Source: an optimization exercise on an open RTL-to-GDS flow (aim: small area and a short achievable clock period). Production flows keep margins and buffers that such runs may drop. No functional check of the RTL was part of any run shown here. The clock port is modelled as an ideal driver; clocking choices that lean on that would not hold on a real chip.

==> flow/design.v <==
module fa (
    input  a,
    input  b,
    input  ci,
    output s,
    output co
);
  assign s  = a ^ b ^ ci;
  assign co = (a & b) | (a & ci) | (b & ci);
endmodule
module ha (
    input  a,
    input  b,
    output s,
    output co
);
  assign s  = a ^ b;
  assign co = a & b;
endmodule
module add #(
    parameter HALFWORD_WIDTH = 16
) (
    input  signed [HALFWORD_WIDTH-1:0] A,
    input  signed [HALFWORD_WIDTH-1:0] B,
    output signed [HALFWORD_WIDTH-1:0] out
);
  assign out = A + B;
endmodule
module invb (
    input  [7:0] a,
    output [7:0] y
);
  assign y = ~a;
endmodule
module gate8 (
    input  [7:0] a,
    input        e0,
    input        e1,
    output [7:0] y
);
  assign y = a & {8{e0 & e1}};
endmodule
module nandg8 (
    input  [7:0] a,
    input        e0,
    input        e1,
    output [7:0] y
);
  assign y = ~(a & {8{e0 & e1}});
endmodule
module bsel4 (
    input        e0,
    input        e1,
    input        z,
    input  [3:0] b,
    input  [3:0] a,
    output [3:0] y
);
  assign y = (e0 & e1) ? (z ? b : a) : 4'd0;
endmodule
module signedm #(
    parameter DATA_SIZE      = 8,
    parameter HALFWORD_WIDTH = 16
) (
    input  signed [     DATA_SIZE-1:0] a,
                                       b,
    output signed [HALFWORD_WIDTH-1:0] data_out
);
  assign data_out = a * b;
endmodule
`timescale 1ns / 1ps
module pe (
    input               clk,
    input               rst,
    input  signed [7:0] weight,
    input  signed [7:0] inmap,
    input               inmap_vld,
    input               weight_vld,
    input  signed [7:0] bias,
    output signed [7:0] outmap,
    output              outmap_vld,
    output signed [15:0] outraw
);
  wire v = inmap_vld & weight_vld;
  reg  [4:0]  n;     
  reg  [15:0] acc;   
  wire z = (n == 5'd0);
  wire [15:0] base = z ? {{5{bias[7]}}, bias, 3'b0} : acc;
  wire [7:0] wg;
  gate8 u_gw (.a(weight), .e0(inmap_vld), .e1(weight_vld), .y(wg));
  wire one0 = inmap[0] ^ 1'b0;
  wire two0 = (inmap[1] & ~inmap[0] & ~1'b0) | (~inmap[1] & inmap[0] & 1'b0);
  wire neg0 = inmap[1] & ~(inmap[0] & 1'b0);
  wire pp0_0 = ((one0 & wg[0]) | (two0 & 1'b0)) ^ neg0;
  wire pp0_1 = ((one0 & wg[1]) | (two0 & wg[0])) ^ neg0;
  wire pp0_2 = ((one0 & wg[2]) | (two0 & wg[1])) ^ neg0;
  wire pp0_3 = ((one0 & wg[3]) | (two0 & wg[2])) ^ neg0;
  wire pp0_4 = ((one0 & wg[4]) | (two0 & wg[3])) ^ neg0;
  wire pp0_5 = ((one0 & wg[5]) | (two0 & wg[4])) ^ neg0;
  wire pp0_6 = ((one0 & wg[6]) | (two0 & wg[5])) ^ neg0;
  wire pp0_7 = ((one0 & wg[7]) | (two0 & wg[6])) ^ neg0;
  wire pp0_8 = ~(((one0 & wg[7]) | (two0 & wg[7])) ^ neg0);
  wire one1 = inmap[2] ^ inmap[1];
  wire two1 = (inmap[3] & ~inmap[2] & ~inmap[1]) | (~inmap[3] & inmap[2] & inmap[1]);
  wire neg1 = inmap[3] & ~(inmap[2] & inmap[1]);
  wire pp1_0 = ((one1 & wg[0]) | (two1 & 1'b0)) ^ neg1;
  wire pp1_1 = ((one1 & wg[1]) | (two1 & wg[0])) ^ neg1;
  wire pp1_2 = ((one1 & wg[2]) | (two1 & wg[1])) ^ neg1;
  wire pp1_3 = ((one1 & wg[3]) | (two1 & wg[2])) ^ neg1;
  wire pp1_4 = ((one1 & wg[4]) | (two1 & wg[3])) ^ neg1;
  wire pp1_5 = ((one1 & wg[5]) | (two1 & wg[4])) ^ neg1;
  wire pp1_6 = ((one1 & wg[6]) | (two1 & wg[5])) ^ neg1;
  wire pp1_7 = ((one1 & wg[7]) | (two1 & wg[6])) ^ neg1;
  wire pp1_8 = ~(((one1 & wg[7]) | (two1 & wg[7])) ^ neg1);
  wire one2 = inmap[4] ^ inmap[3];
  wire two2 = (inmap[5] & ~inmap[4] & ~inmap[3]) | (~inmap[5] & inmap[4] & inmap[3]);
  wire neg2 = inmap[5] & ~(inmap[4] & inmap[3]);
  wire pp2_0 = ((one2 & wg[0]) | (two2 & 1'b0)) ^ neg2;
  wire pp2_1 = ((one2 & wg[1]) | (two2 & wg[0])) ^ neg2;
  wire pp2_2 = ((one2 & wg[2]) | (two2 & wg[1])) ^ neg2;
  wire pp2_3 = ((one2 & wg[3]) | (two2 & wg[2])) ^ neg2;
  wire pp2_4 = ((one2 & wg[4]) | (two2 & wg[3])) ^ neg2;
  wire pp2_5 = ((one2 & wg[5]) | (two2 & wg[4])) ^ neg2;
  wire pp2_6 = ((one2 & wg[6]) | (two2 & wg[5])) ^ neg2;
  wire pp2_7 = ((one2 & wg[7]) | (two2 & wg[6])) ^ neg2;
  wire pp2_8 = ~(((one2 & wg[7]) | (two2 & wg[7])) ^ neg2);
  wire one3 = inmap[6] ^ inmap[5];
  wire two3 = (inmap[7] & ~inmap[6] & ~inmap[5]) | (~inmap[7] & inmap[6] & inmap[5]);
  wire neg3 = inmap[7] & ~(inmap[6] & inmap[5]);
  wire pp3_0 = ((one3 & wg[0]) | (two3 & 1'b0)) ^ neg3;
  wire pp3_1 = ((one3 & wg[1]) | (two3 & wg[0])) ^ neg3;
  wire pp3_2 = ((one3 & wg[2]) | (two3 & wg[1])) ^ neg3;
  wire pp3_3 = ((one3 & wg[3]) | (two3 & wg[2])) ^ neg3;
  wire pp3_4 = ((one3 & wg[4]) | (two3 & wg[3])) ^ neg3;
  wire pp3_5 = ((one3 & wg[5]) | (two3 & wg[4])) ^ neg3;
  wire pp3_6 = ((one3 & wg[6]) | (two3 & wg[5])) ^ neg3;
  wire pp3_7 = ((one3 & wg[7]) | (two3 & wg[6])) ^ neg3;
  wire pp3_8 = ~(((one3 & wg[7]) | (two3 & wg[7])) ^ neg3);
  wire basen8 = ~base[8];
  wire basen9 = ~base[9];
  wire basen11 = ~base[11];
  wire basen13 = ~base[13];
  wire basen15 = ~base[15];
  wire s0, c0;
  fa u_fa0 (.a(base[0]), .b(neg0), .ci(pp0_0), .s(s0), .co(c0));
  wire s1, c1;
  fa u_fa1 (.a(base[1]), .b(pp0_1), .ci(c0), .s(s1), .co(c1));
  wire s2, c2;
  fa u_fa2 (.a(base[2]), .b(neg1), .ci(pp0_2), .s(s2), .co(c2));
  wire s3, c3;
  fa u_fa3 (.a(pp1_0), .b(s2), .ci(c1), .s(s3), .co(c3));
  wire s4, c4;
  fa u_fa4 (.a(base[3]), .b(pp0_3), .ci(pp1_1), .s(s4), .co(c4));
  wire hs0, hc0;
  ha u_ha0 (.a(c2), .b(s4), .s(hs0), .co(hc0));
  wire s5, c5;
  fa u_fa5 (.a(base[4]), .b(neg2), .ci(pp0_4), .s(s5), .co(c5));
  wire s6, c6;
  fa u_fa6 (.a(pp1_2), .b(pp2_0), .ci(c4), .s(s6), .co(c6));
  wire hs1, hc1;
  ha u_ha1 (.a(s5), .b(hc0), .s(hs1), .co(hc1));
  wire s7, c7;
  fa u_fa7 (.a(base[5]), .b(pp0_5), .ci(pp1_3), .s(s7), .co(c7));
  wire s8, c8;
  fa u_fa8 (.a(pp2_1), .b(c5), .ci(s7), .s(s8), .co(c8));
  wire hs2, hc2;
  ha u_ha2 (.a(c6), .b(hc1), .s(hs2), .co(hc2));
  wire s9, c9;
  fa u_fa9 (.a(base[6]), .b(neg3), .ci(pp0_6), .s(s9), .co(c9));
  wire s10, c10;
  fa u_fa10 (.a(pp1_4), .b(pp2_2), .ci(pp3_0), .s(s10), .co(c10));
  wire s11, c11;
  fa u_fa11 (.a(c7), .b(s9), .ci(s10), .s(s11), .co(c11));
  wire hs3, hc3;
  ha u_ha3 (.a(c8), .b(s11), .s(hs3), .co(hc3));
  wire s12, c12;
  fa u_fa12 (.a(base[7]), .b(pp0_7), .ci(pp1_5), .s(s12), .co(c12));
  wire s13, c13;
  fa u_fa13 (.a(pp2_3), .b(pp3_1), .ci(c9), .s(s13), .co(c13));
  wire s14, c14;
  fa u_fa14 (.a(c10), .b(s12), .ci(c11), .s(s14), .co(c14));
  wire hs4, hc4;
  ha u_ha4 (.a(s13), .b(hc3), .s(hs4), .co(hc4));
  wire s15, c15;
  fa u_fa15 (.a(basen8), .b(pp0_8), .ci(pp1_6), .s(s15), .co(c15));
  wire s16, c16;
  fa u_fa16 (.a(pp2_4), .b(pp3_2), .ci(c12), .s(s16), .co(c16));
  wire s17, c17;
  fa u_fa17 (.a(s15), .b(c13), .ci(s16), .s(s17), .co(c17));
  wire hs5, hc5;
  ha u_ha5 (.a(c14), .b(s17), .s(hs5), .co(hc5));
  wire s18, c18;
  fa u_fa18 (.a(basen9), .b(base[8]), .ci(pp1_7), .s(s18), .co(c18));
  wire s19, c19;
  fa u_fa19 (.a(pp2_5), .b(pp3_3), .ci(c15), .s(s19), .co(c19));
  wire s20, c20;
  fa u_fa20 (.a(s18), .b(c16), .ci(s19), .s(s20), .co(c20));
  wire hs6, hc6;
  ha u_ha6 (.a(c17), .b(s20), .s(hs6), .co(hc6));
  wire s21, c21;
  fa u_fa21 (.a(base[10]), .b(base[9]), .ci(pp1_8), .s(s21), .co(c21));
  wire s22, c22;
  fa u_fa22 (.a(pp2_6), .b(pp3_4), .ci(c18), .s(s22), .co(c22));
  wire s23, c23;
  fa u_fa23 (.a(s21), .b(c19), .ci(s22), .s(s23), .co(c23));
  wire hs7, hc7;
  ha u_ha7 (.a(c20), .b(s23), .s(hs7), .co(hc7));
  wire s24, c24;
  fa u_fa24 (.a(basen11), .b(pp2_7), .ci(pp3_5), .s(s24), .co(c24));
  wire s25, c25;
  fa u_fa25 (.a(c21), .b(s24), .ci(c22), .s(s25), .co(c25));
  wire hs8, hc8;
  ha u_ha8 (.a(c23), .b(s25), .s(hs8), .co(hc8));
  wire s26, c26;
  fa u_fa26 (.a(base[12]), .b(base[11]), .ci(pp2_8), .s(s26), .co(c26));
  wire s27, c27;
  fa u_fa27 (.a(pp3_6), .b(c24), .ci(s26), .s(s27), .co(c27));
  wire hs9, hc9;
  ha u_ha9 (.a(s27), .b(c25), .s(hs9), .co(hc9));
  wire s28, c28;
  fa u_fa28 (.a(basen13), .b(pp3_7), .ci(c26), .s(s28), .co(c28));
  wire hs10, hc10;
  ha u_ha10 (.a(c27), .b(s28), .s(hs10), .co(hc10));
  wire s29, c29;
  fa u_fa29 (.a(base[14]), .b(base[13]), .ci(pp3_8), .s(s29), .co(c29));
  wire hs11, hc11;
  ha u_ha11 (.a(s29), .b(c28), .s(hs11), .co(hc11));
  wire w0 = basen15 ^ c29;
  wire [15:0] sx = {w0, hs11, hs10, hs9, hs8, hc6, hc5, hc4, s14, hc2, s8, s6, hs0, s3, s1, s0};
  wire [15:0] sy = {hc11, hc10, hc9, hc8, hc7, hs7, hs6, hs5, hs4, hs3, hs2, hs1, c3, 1'b0, 1'b0, 1'b0};
  wire [15:0] t = sx + sy;
  wire [6:0] r = t[9:3] + t[2];
  assign outraw = t & {16{v}};
  assign outmap = {1'b0, r & {7{v & ~t[15]}}};
  assign outmap_vld = (n == 5'd24);
  always @(posedge clk) acc <= t;
  always @(posedge clk or posedge rst) begin
    if (rst) n <= 5'd0;
    else if (v) n <= (n == 5'd24) ? 5'd0 : n + 5'd1;
  end
endmodule
==> flow/flow/run.sh <==
#!/bin/bash
# Own layout flow: the standard ORFS layout (standard.sh, which also runs the standard
# synthesis) with two changes:
#  - port buffers are buf_1 instead of the buffer the port buffering picks by default
#    (every input and output port still gets its own buffer; the sizing may upsize it);
#  - before clock-tree synthesis, pre_cts.tcl runs a timing-driven sizing pass (gate
#    upsizing and pin swaps only) aiming at a worst slack SIZE_EXTRA_SLACK ns above the
#    placed one.
# The final report's power-grid check has failed now and then on a placement; if the run
# fails, it is redone from scratch with a slightly smaller sizing target. Each attempt's
# output is in standard_flow_<target>.log; ORFS's own logs are under orfs/logs.
set -uo pipefail
here=$(cd "$(dirname "$0")" && pwd)
export BUFFER_PORTS_ARGS="-buffer_cell sky130_fd_sc_hd__buf_1"
export PRE_CTS_TCL="$here/pre_cts.tcl"
for x in 0.45 0.40 0.35 0.30; do
  rm -rf orfs out/final.def
  if SIZE_EXTRA_SLACK=$x bash standard.sh > "standard_flow_$x.log" 2>&1 && [[ -f out/final.def ]]; then
    echo "layout done with sizing target +$x ns"
    exit 0
  fi
  echo "layout with sizing target +$x ns failed; see standard_flow_$x.log"
done
exit 1
==> flow/flow/pre_cts.tcl <==
# Timing-driven gate sizing before CTS: upsize gates and swap pins (no buffering) on the
# worst paths until the worst slack is SIZE_EXTRA_SLACK ns above what placement left.
estimate_parasitics -placement
set ws [worst_slack -max]
puts "pre_cts sizing: worst slack $ws, target [expr {$ws + $::env(SIZE_EXTRA_SLACK)}]"
repair_timing -setup -setup_margin [expr {$ws + $::env(SIZE_EXTRA_SLACK)}] \
  -sequence "sizeup,swap" -repair_tns 0 -verbose
puts "pre_cts sizing: worst slack now [worst_slack -max]"
==> flow/standard.sh <==
#!/bin/bash
# synth_recipe.tcl (not shown) runs the flow's synth.tcl, then flattens the netlist and writes it again
# the make line also repeats each setting of config.mk as NAME=value (left out here)
make -C /OpenROAD-flow-scripts/flow DESIGN_CONFIG=/design/flow/config.mk WORK_HOME=/design/flow/orfs CLKGATE_MAP_FILE= SYNTH_SCRIPT=/design/flow/synth_recipe.tcl "${@:-finish}"
==> flow/config.mk <==
export PLATFORM = sky130hd
export DESIGN_NAME = pe
export DESIGN_NICKNAME = pe
export VERILOG_FILES = /design/flow/design.v
export SDC_FILE = /design/flow/constraint.sdc
export NUM_CORES = 4
export LEC_CHECK = 0
export CAP_MARGIN = 20
export CORE_MARGIN = 2
export CORE_UTILIZATION = 40
export SLEW_MARGIN = 60
export SYNTH_HIERARCHICAL = 1
export SYNTH_MINIMUM_KEEP_SIZE = 0
==> flow/constraint.sdc <==
create_clock -name core_clock -period 10.5 [get_ports {clk}]
set_input_delay 2.1000 -clock core_clock [delete_from_list [all_inputs] [get_ports {clk}]]
set_output_delay 2.1000 -clock core_clock [all_outputs]
set_load 0.01 [all_outputs]
==> impl_metrics.yaml, run 1 <==
outcome:
  run_status: "complete, no violations"
worst_setup_path:
  cp_max_fo: 14
  r2r.worst_path.cells: 16
  crit_slowest_cell: "fa_1"
  crit_cells: 16
  cp-start-kind: "input pin"
  critPathMaxStageDelay_ns: 0.51
  worstSetupEndpointType: "output pin"
  path_buf_inv: 2
  critical_path.cell_chain: "clkbuf_4 -> and3_4 -> nand2_1 -> mux2_2 -> fa_1 -> fa_1 -> fa_1 -> ha_1 -> ha_1 -> a21o_1 -> a311oi_1 -> nor2_1 -> a211o_2 -> mux2i_4 -> nor2_1 -> buf_1"
  crit_type: "in2out"
  required_ns: 8.40
  crit_arrival_ns: 6.15
  path_delay_family: "adder cells"
  crit_top_cell: "fa_1"
sta:
  worst_slew_pin_slew_ns: 0.571
  skew_ns: 0.00444
  setup_tns_ns: 0
  slew_headroom: 0.616
  fmax_ghz: 0.121
  hold_violations: 0
  fin_crit_ns: 8.25
  grt_setup_unrepaired: "no"
  slew_violations: 0
  setup_viol: 0
  finalWorstSetupSlack_ns: 2.25
  fin_crit_sh: 0.786
global_routing:
  overflow: 0
  grt_pass1_wl_um: 13200
  grt_usage: 0.187
  grt_max_degree: 21
  grt_pass1_vias: 2635
  antenna_found_initial: 0
clock_network:
  cts-buffers-inserted: 3
  cts.sinks: 21
  hold_buffers: 0
  clkLatencyLatePin_ns: 0.27
  clk_pin_slew_ns: 0.09
  cts_tree: "built"
die:
  initial_core_util: 0.408
  row_count: 33
  die_area_mm2: 0.00901
  die_w_um: 94.9
  core_area_mm2: 0.00809
  pin_count: 53
  die_h_um: 94.9
yosys:
  netlist_instances: 383
  synth.most_common_cell: "xnor2_1"
  yosysTopAreaCell: "fa_1"
  yosysWarningCount: 7
  synth_area_leaders: "fa_1 19%, ha_1 12%, xnor2_1 11%, dfxtp_1 9.7%, a22oi_1 4.8%"
  syn_nets: 473
  synth_common_cells: "42 x xnor2_1, 38 x nand2_1, 31 x fa_1, 31 x ha_1, 23 x inv_1"
  netlist.area_leader.share: 0.188
  synth-main-ff-cell: "dfxtp_1"
  synth_edf_count: 0
  netlist_area_mm2: 0.00331
  ys_seq_elements: 21
  syn-mean-instance-area_um2: 8.63
  synth_cell_types: 58
  synth_seq_area_share: 0.135
  async_flop_share: 0.238
run:
  max_cap_viol_count: 0
drt:
  vias_per_cell: 5.21
  drc: 0
  wl_um: 7900
  num_vias: 2718
  firstDrtPassIters: 4
  wl_per_cell_um: 15.1
  drt_iter0_markers: 107
  antenna_left: 0
place:
  dpl_worst_slack_ns: 1.77
  dp_hpwl_um: 6460
  gp_congestion: 0.883
  dp_cells: 518
  portBuffers: 51
finish:
  multi_input_area_mm2: 0.00277
  n_fill_cell: 821
  fin_nets: 508
  antenna_cells: 0
  drive_gt1_frac: 0.118
  final_cells: 522
  seq_area_um2: 445
  area_growth_pct: 12.3
  fin_util: 0.459
hold_path:
  min_path_cells: 2
  hp-class: "reg2reg"
kinds of logic (layout without fill, tap and decap cells):
family | count (synthesis) | after routing | synth area share
compound gates | 81 | 81 | 0.157
xor+xnor | 51 | 51 | 0.137
fa+ha+maj | 62 | 62 | 0.305
buf+inv | 48 | 82 | 0.0602
flops | 21 | 21 | 0.135
mux | 4 | 4 | 0.0163
other cells | 1 | 1 | 0.00113
simple gates | 115 | 115 | 0.188
cell type report:
type                       instances  area share
clock inverter                     1     0.00135
inverter                          26      0.0276
sequential                        21       0.120
clock buffer                       3      0.0111
multi-input combinational        314       0.746
timing repair buffer              52      0.0583
tap                              105      0.0354
worst paths after layout:
path                                        from          endpoint  slack, ns
worst max-delay path                   inmap_vld         outmap[3]       2.25
worst min-delay path            n[1]$_DFFE_PP0P_  n[1]$_DFFE_PP0P_       0.60
max in group asynchronous                    rst  n[4]$_DFFE_PP0P_       8.62
min in group asynchronous                    rst  n[0]$_DFFE_PP0P_       1.69
worst max register to register  n[0]$_DFFE_PP0P_   acc[15]$_DFF_P_       5.58
worst min register to register  n[1]$_DFFE_PP0P_  n[1]$_DFFE_PP0P_       0.60
Yosys stat by module, one instance, submodules excluded:
module | copies in the design | cells | flip-flops and latches
pe | 1 | 333 | 21
fa | 30 | 1 | 0
ha | 12 | 1 | 0
gate8 | 1 | 8 | 0
placed cells by master, fill, tap and decap left out, types with 7 or more instances in the layout:
master,count
o21ai_0,18
fa_1,31
nor2_1,16
buf_1,46
nand2_1,38
a22oi_1,19
nand2b_1,7
xnor2_1,41
xor2_1,8
ha_1,26
and3_2,7
and2_1,15
dfxtp_1,16
a21oi_1,20
inv_1,23
tightest hold or removal path: cells and delay by family (launching register included):
kind	cells	cell delay [ns]
flops	1	0.40
compound gates	1	0.08
buf+inv	1	0.08
registers in the layout, indices dropped and copies added, names as in the netlist:
name  cells
n         5
acc      16
metal layers:
layer	track usage	vias to the layer above	part of all wire	routed length (µm)
met5	0	-	0	0
met3	0.0223	6	0.036	286
met2	0.316	52	0.50	3920
met4	0.0229	0	0.0080	63
met1	0.265	1291	0.46	3620
li1	-	1369	-	-
per-stage QoR:
stage | instance area, µm² | hold slack, ns
2_1_floorplan | 3310 | 0.551
3_3_place_gp | 3530 | 0.575
3_5_place_dp | 3540 | 0.580
4_1_cts | 3710 | 0.594
5_1_grt | 3710 | 0.650
6_report | 3710 | 0.595
what timing repair did:
action / in CTS / in global routing
setup buffers: 0 / 0
resized for setup: 38 / 0
endpoints found under the setup margin: 14 / 0
==> inputs of run 2 (changes only) <==
--- a/flow/design.v
+++ b/flow/design.v
@@ -85,12 +85,12 @@
   reg  [4:0]  n;     
   reg  [15:0] acc;   
   wire z = (n == 5'd0);
-  wire [15:0] base = z ? {{5{bias[7]}}, bias, 3'b0} : acc;
+  wire [15:0] base = (v & z) ? {{5{bias[7]}}, bias, 3'b0} : (v ? acc : 16'd0);
   wire [7:0] wg;
-  gate8 u_gw (.a(weight), .e0(inmap_vld), .e1(weight_vld), .y(wg));
-  wire one0 = inmap[0] ^ 1'b0;
-  wire two0 = (inmap[1] & ~inmap[0] & ~1'b0) | (~inmap[1] & inmap[0] & 1'b0);
-  wire neg0 = inmap[1] & ~(inmap[0] & 1'b0);
+  gate8 u_gw (.a(inmap), .e0(inmap_vld), .e1(weight_vld), .y(wg));
+  wire one0 = weight[0] ^ 1'b0;
+  wire two0 = (weight[1] & ~weight[0] & ~1'b0) | (~weight[1] & weight[0] & 1'b0);
+  wire neg0 = weight[1] & ~(weight[0] & 1'b0);
   wire pp0_0 = ((one0 & wg[0]) | (two0 & 1'b0)) ^ neg0;
   wire pp0_1 = ((one0 & wg[1]) | (two0 & wg[0])) ^ neg0;
   wire pp0_2 = ((one0 & wg[2]) | (two0 & wg[1])) ^ neg0;
@@ -100,9 +100,9 @@
   wire pp0_6 = ((one0 & wg[6]) | (two0 & wg[5])) ^ neg0;
   wire pp0_7 = ((one0 & wg[7]) | (two0 & wg[6])) ^ neg0;
   wire pp0_8 = ~(((one0 & wg[7]) | (two0 & wg[7])) ^ neg0);
-  wire one1 = inmap[2] ^ inmap[1];
-  wire two1 = (inmap[3] & ~inmap[2] & ~inmap[1]) | (~inmap[3] & inmap[2] & inmap[1]);
-  wire neg1 = inmap[3] & ~(inmap[2] & inmap[1]);
+  wire one1 = weight[2] ^ weight[1];
+  wire two1 = (weight[3] & ~weight[2] & ~weight[1]) | (~weight[3] & weight[2] & weight[1]);
+  wire neg1 = weight[3] & ~(weight[2] & weight[1]);
   wire pp1_0 = ((one1 & wg[0]) | (two1 & 1'b0)) ^ neg1;
   wire pp1_1 = ((one1 & wg[1]) | (two1 & wg[0])) ^ neg1;
   wire pp1_2 = ((one1 & wg[2]) | (two1 & wg[1])) ^ neg1;
@@ -112,9 +112,9 @@
   wire pp1_6 = ((one1 & wg[6]) | (two1 & wg[5])) ^ neg1;
   wire pp1_7 = ((one1 & wg[7]) | (two1 & wg[6])) ^ neg1;
   wire pp1_8 = ~(((one1 & wg[7]) | (two1 & wg[7])) ^ neg1);
-  wire one2 = inmap[4] ^ inmap[3];
-  wire two2 = (inmap[5] & ~inmap[4] & ~inmap[3]) | (~inmap[5] & inmap[4] & inmap[3]);
-  wire neg2 = inmap[5] & ~(inmap[4] & inmap[3]);
+  wire one2 = weight[4] ^ weight[3];
+  wire two2 = (weight[5] & ~weight[4] & ~weight[3]) | (~weight[5] & weight[4] & weight[3]);
+  wire neg2 = weight[5] & ~(weight[4] & weight[3]);
   wire pp2_0 = ((one2 & wg[0]) | (two2 & 1'b0)) ^ neg2;
   wire pp2_1 = ((one2 & wg[1]) | (two2 & wg[0])) ^ neg2;
   wire pp2_2 = ((one2 & wg[2]) | (two2 & wg[1])) ^ neg2;
@@ -124,9 +124,9 @@
   wire pp2_6 = ((one2 & wg[6]) | (two2 & wg[5])) ^ neg2;
   wire pp2_7 = ((one2 & wg[7]) | (two2 & wg[6])) ^ neg2;
   wire pp2_8 = ~(((one2 & wg[7]) | (two2 & wg[7])) ^ neg2);
-  wire one3 = inmap[6] ^ inmap[5];
-  wire two3 = (inmap[7] & ~inmap[6] & ~inmap[5]) | (~inmap[7] & inmap[6] & inmap[5]);
-  wire neg3 = inmap[7] & ~(inmap[6] & inmap[5]);
+  wire one3 = weight[6] ^ weight[5];
+  wire two3 = (weight[7] & ~weight[6] & ~weight[5]) | (~weight[7] & weight[6] & weight[5]);
+  wire neg3 = weight[7] & ~(weight[6] & weight[5]);
   wire pp3_0 = ((one3 & wg[0]) | (two3 & 1'b0)) ^ neg3;
   wire pp3_1 = ((one3 & wg[1]) | (two3 & wg[0])) ^ neg3;
   wire pp3_2 = ((one3 & wg[2]) | (two3 & wg[1])) ^ neg3;
@@ -230,10 +230,10 @@
   wire [15:0] sy = {hc11, hc10, hc9, hc8, hc7, hs7, hs6, hs5, hs4, hs3, hs2, hs1, c3, 1'b0, 1'b0, 1'b0};
   wire [15:0] t = sx + sy;
   wire [6:0] r = t[9:3] + t[2];
-  assign outraw = t & {16{v}};
-  assign outmap = {1'b0, r & {7{v & ~t[15]}}};
+  assign outraw = t;
+  assign outmap = {1'b0, r & {7{~t[15]}}};
   assign outmap_vld = (n == 5'd24);
-  always @(posedge clk) acc <= t;
+  always @(posedge clk) acc <= t | (acc & {16{~v}});
   always @(posedge clk or posedge rst) begin
     if (rst) n <= 5'd0;
     else if (v) n <= (n == 5'd24) ? 5'd0 : n + 5'd1;
==> impl_metrics.yaml, run 2 <==
finish:
  n_fill_cell: 783
  largest_reg_flops: 16
  regMostFlops: "acc"
  layout_common_cells: "46 x buf_1, 41 x xnor2_1, 31 x fa_1"
  area_growth_pct: 10.7
  drive_gt1_frac: 0.0793
  reg.largest.list: "acc x16, n x5"
  seq_area_um2: 445
  fin_nets: 482
  antenna_cells: 0
  final_common_cell: "buf_1"
  multi_input_area_mm2: 0.00260
worst_setup_path:
  reg2reg_slack_ns: 5.49
  worstSetupEndpointType: "output pin"
  cp_max_fo: 9
  crit_arrival_ns: 6.30
  cp-endpoint: "outmap[3]"
  cp-start-kind: "input pin"
  r2r.worst_path.cells: 16
  required_ns: 8.40
  crit_type: "in2out"
  reg2reg_to: "acc[15]$_DFF_P_"
  timing.critical_path.from: "weight[3]"
  timing.rr.start: "n[0]$_DFFE_PP0P_"
yosys:
  ys_seq_elements: 21
  syn_nets: 448
  synth.most_common_cell: "xnor2_1"
  netlist_area_mm2: 0.00319
  synth_common_cells: "41 x xnor2_1, 31 x fa_1, 31 x ha_1"
  netlist_instances: 358
  synth_area_leaders: "fa_1 19%, ha_1 12%, xnor2_1 11%, dfxtp_1 10%, a22oi_1 5.4%"
  synth-main-ff-cell: "dfxtp_1"
  yosysWarningCount: 7
  syn-mean-instance-area_um2: 8.91
  synth_edf_count: 0
  async_flop_share: 0.238
  netlist.area_leader.share: 0.195
  synth_seq_area_share: 0.140
  yosysTopAreaCell: "fa_1"
  synth_cell_types: 47
drt:
  firstDrtPassIters: 4
  num_vias: 2590
  vias_per_cell: 5.25
  drt_iter0_markers: 87
  drc: 0
  wl_per_cell_um: 15.1
  antenna_left: 0
  wl_um: 7440
die:
  initial_core_util: 0.413
  die_h_um: 93.3
  pin_count: 53
  core_area_mm2: 0.00773
  die_w_um: 93.3
  die_area_mm2: 0.00870
  row_count: 32
place:
  portBuffers: 51
  gp_congestion: 0.883
  dp_hpwl_um: 6100
  dpl_worst_slack_ns: 1.72
clock_network:
  post_cts.repair.setup_buffers: 0
  clkLatencyLatePin_ns: 0.27
  cts.sinks: 21
  hold_buffers: 0
  cts_tree: "built"
  clk_pin_slew_ns: 0.08
  cts-buffers-inserted: 3
  ctsResizeCount: 22
sta:
  setup_tns_ns: 0
  hold_violations: 0
  grt_setup_unrepaired: "no"
  finalWorstSetupSlack_ns: 2.10
  slew_violations: 0
  skew_ns: 0.00291
  worst_slew_pin_slew_ns: 0.550
  fin_crit_sh: 0.800
  fmax_ghz: 0.119
  fin_crit_ns: 8.40
  setup_viol: 0
  slew_headroom: 0.631
global_routing:
  grt_pass1_wl_um: 12700
  overflow: 0
  grt_max_degree: 25
  grt_pass1_vias: 2540
  grt_usage: 0.183
  antenna_found_initial: 0
outcome:
  run_status: "complete, no violations"
run:
  max_cap_viol_count: 0
hold_path:
  hp-class: "reg2reg"
==> run 2: worst min path at each step <==
stage / start / end / cells after the start
finish: acc[1]$_DFF_P_ / acc[1]$_DFF_P_ / 1
global route: acc[1]$_DFF_P_ / acc[1]$_DFF_P_ / 1
CTS: acc[2]$_DFF_P_ / acc[2]$_DFF_P_ / 1
detailed placement: acc[2]$_DFF_P_ / acc[2]$_DFF_P_ / 1
global placement: acc[2]$_DFF_P_ / acc[2]$_DFF_P_ / 1
floorplan: acc[0]$_DFF_P_ / acc[0]$_DFF_P_ / 1
==> run 2: Yosys stat by module (local to each module, per instance) <==
module,area [µm²],flip-flops and latches,times used
gate8,50.0,0,1
pe,2390,21,1
fa,20.0,0,30
ha,12.5,0,12
==> run 2: per-layer routing <==
metal,GRT usage,share of wire
met1,0.285,0.53
met2,0.267,0.42
met3,0.0169,0.040
met4,0.0564,0.015
met5,0,0
==> run 2: through the flow <==
stage                     hold WS [ns]  std cells  cell area, µm²   util
after floorplan                  0.418        358            3190      -
after global placement           0.436        489            3420  0.442
after detailed placement         0.435        489            3420  0.443
after CTS                        0.456        493            3530  0.457
after global routing             0.475        493            3530  0.457
final                            0.453        493            3530  0.457
==> run 2: area by class of cell <==
cell class | count | share of cell area
Multi-Input combinational cell | 292 | 0.737
Sequential cell | 21 | 0.126
Timing Repair Buffer | 53 | 0.0645
Tap cell | 102 | 0.0361
Inverter | 21 | 0.0230
Clock buffer | 3 | 0.0117
Clock inverter | 1 | 0.00142
==> run 2: logic make-up (layout without fill, tap and decap cells) <==
logic type                 count (synthesis)  after routing  synth area share
AOI/OAI and AO/OA                         95             95             0.199
xor gates and xnor gates                  51             51             0.142
adders and majority gates                 62             62             0.316
buffers and inverters                     45             78            0.0581
DFF                                       21             21             0.140
muxes                                      3              3            0.0102
other                                      1              1           0.00118
and+or+nand+nor                           80             80             0.133
==> run 2: critical path: stages <==
cell and delay (ns):
clkbuf_2 0.14, ha_1 0.21, nand2b_1 0.23, inv_2 0.24, xnor2_1 0.18, fa_1 0.49, fa_1 0.39, fa_1 0.37
ha_1 0.30, ha_1 0.34, a21o_1 0.19, a31oi_2 0.27, o211ai_1 0.18, xnor2_2 0.42, nor2_1 0.10, buf_1 0.14

## static timing again, ports no longer ideal
The results above use ideal ports. As a check the final layouts listed here were re-extracted and re-timed, cells and wires unchanged. Step 1 assumes that a clkbuf_16 drives the clock port and a buf_2 every other input. Step 2 adds t to the input delays and takes it off the output delays; t is the mean of the earliest and latest rising clock arrival at the registers after step 1. Input paths then give back, and output paths get back, about the clock's delay inside the block. Three values: ideal ports, drivers, drivers and shift; two values: the first two.
run	t (ns)	setup WS [ns]	worst setup path at the end	worst data-port slew with drivers (ns)
run 1	0.293	2.246 / 2.224 / 2.224	input to output	0.04
run 2	0.292	2.102 / 2.071 / 2.071	input to output	0.04
After both steps setup and hold are still met in every run listed. For run 2, which loses most, drivers alone change the setup slack by -0.031 ns; drivers and shift together by -0.031 ns.
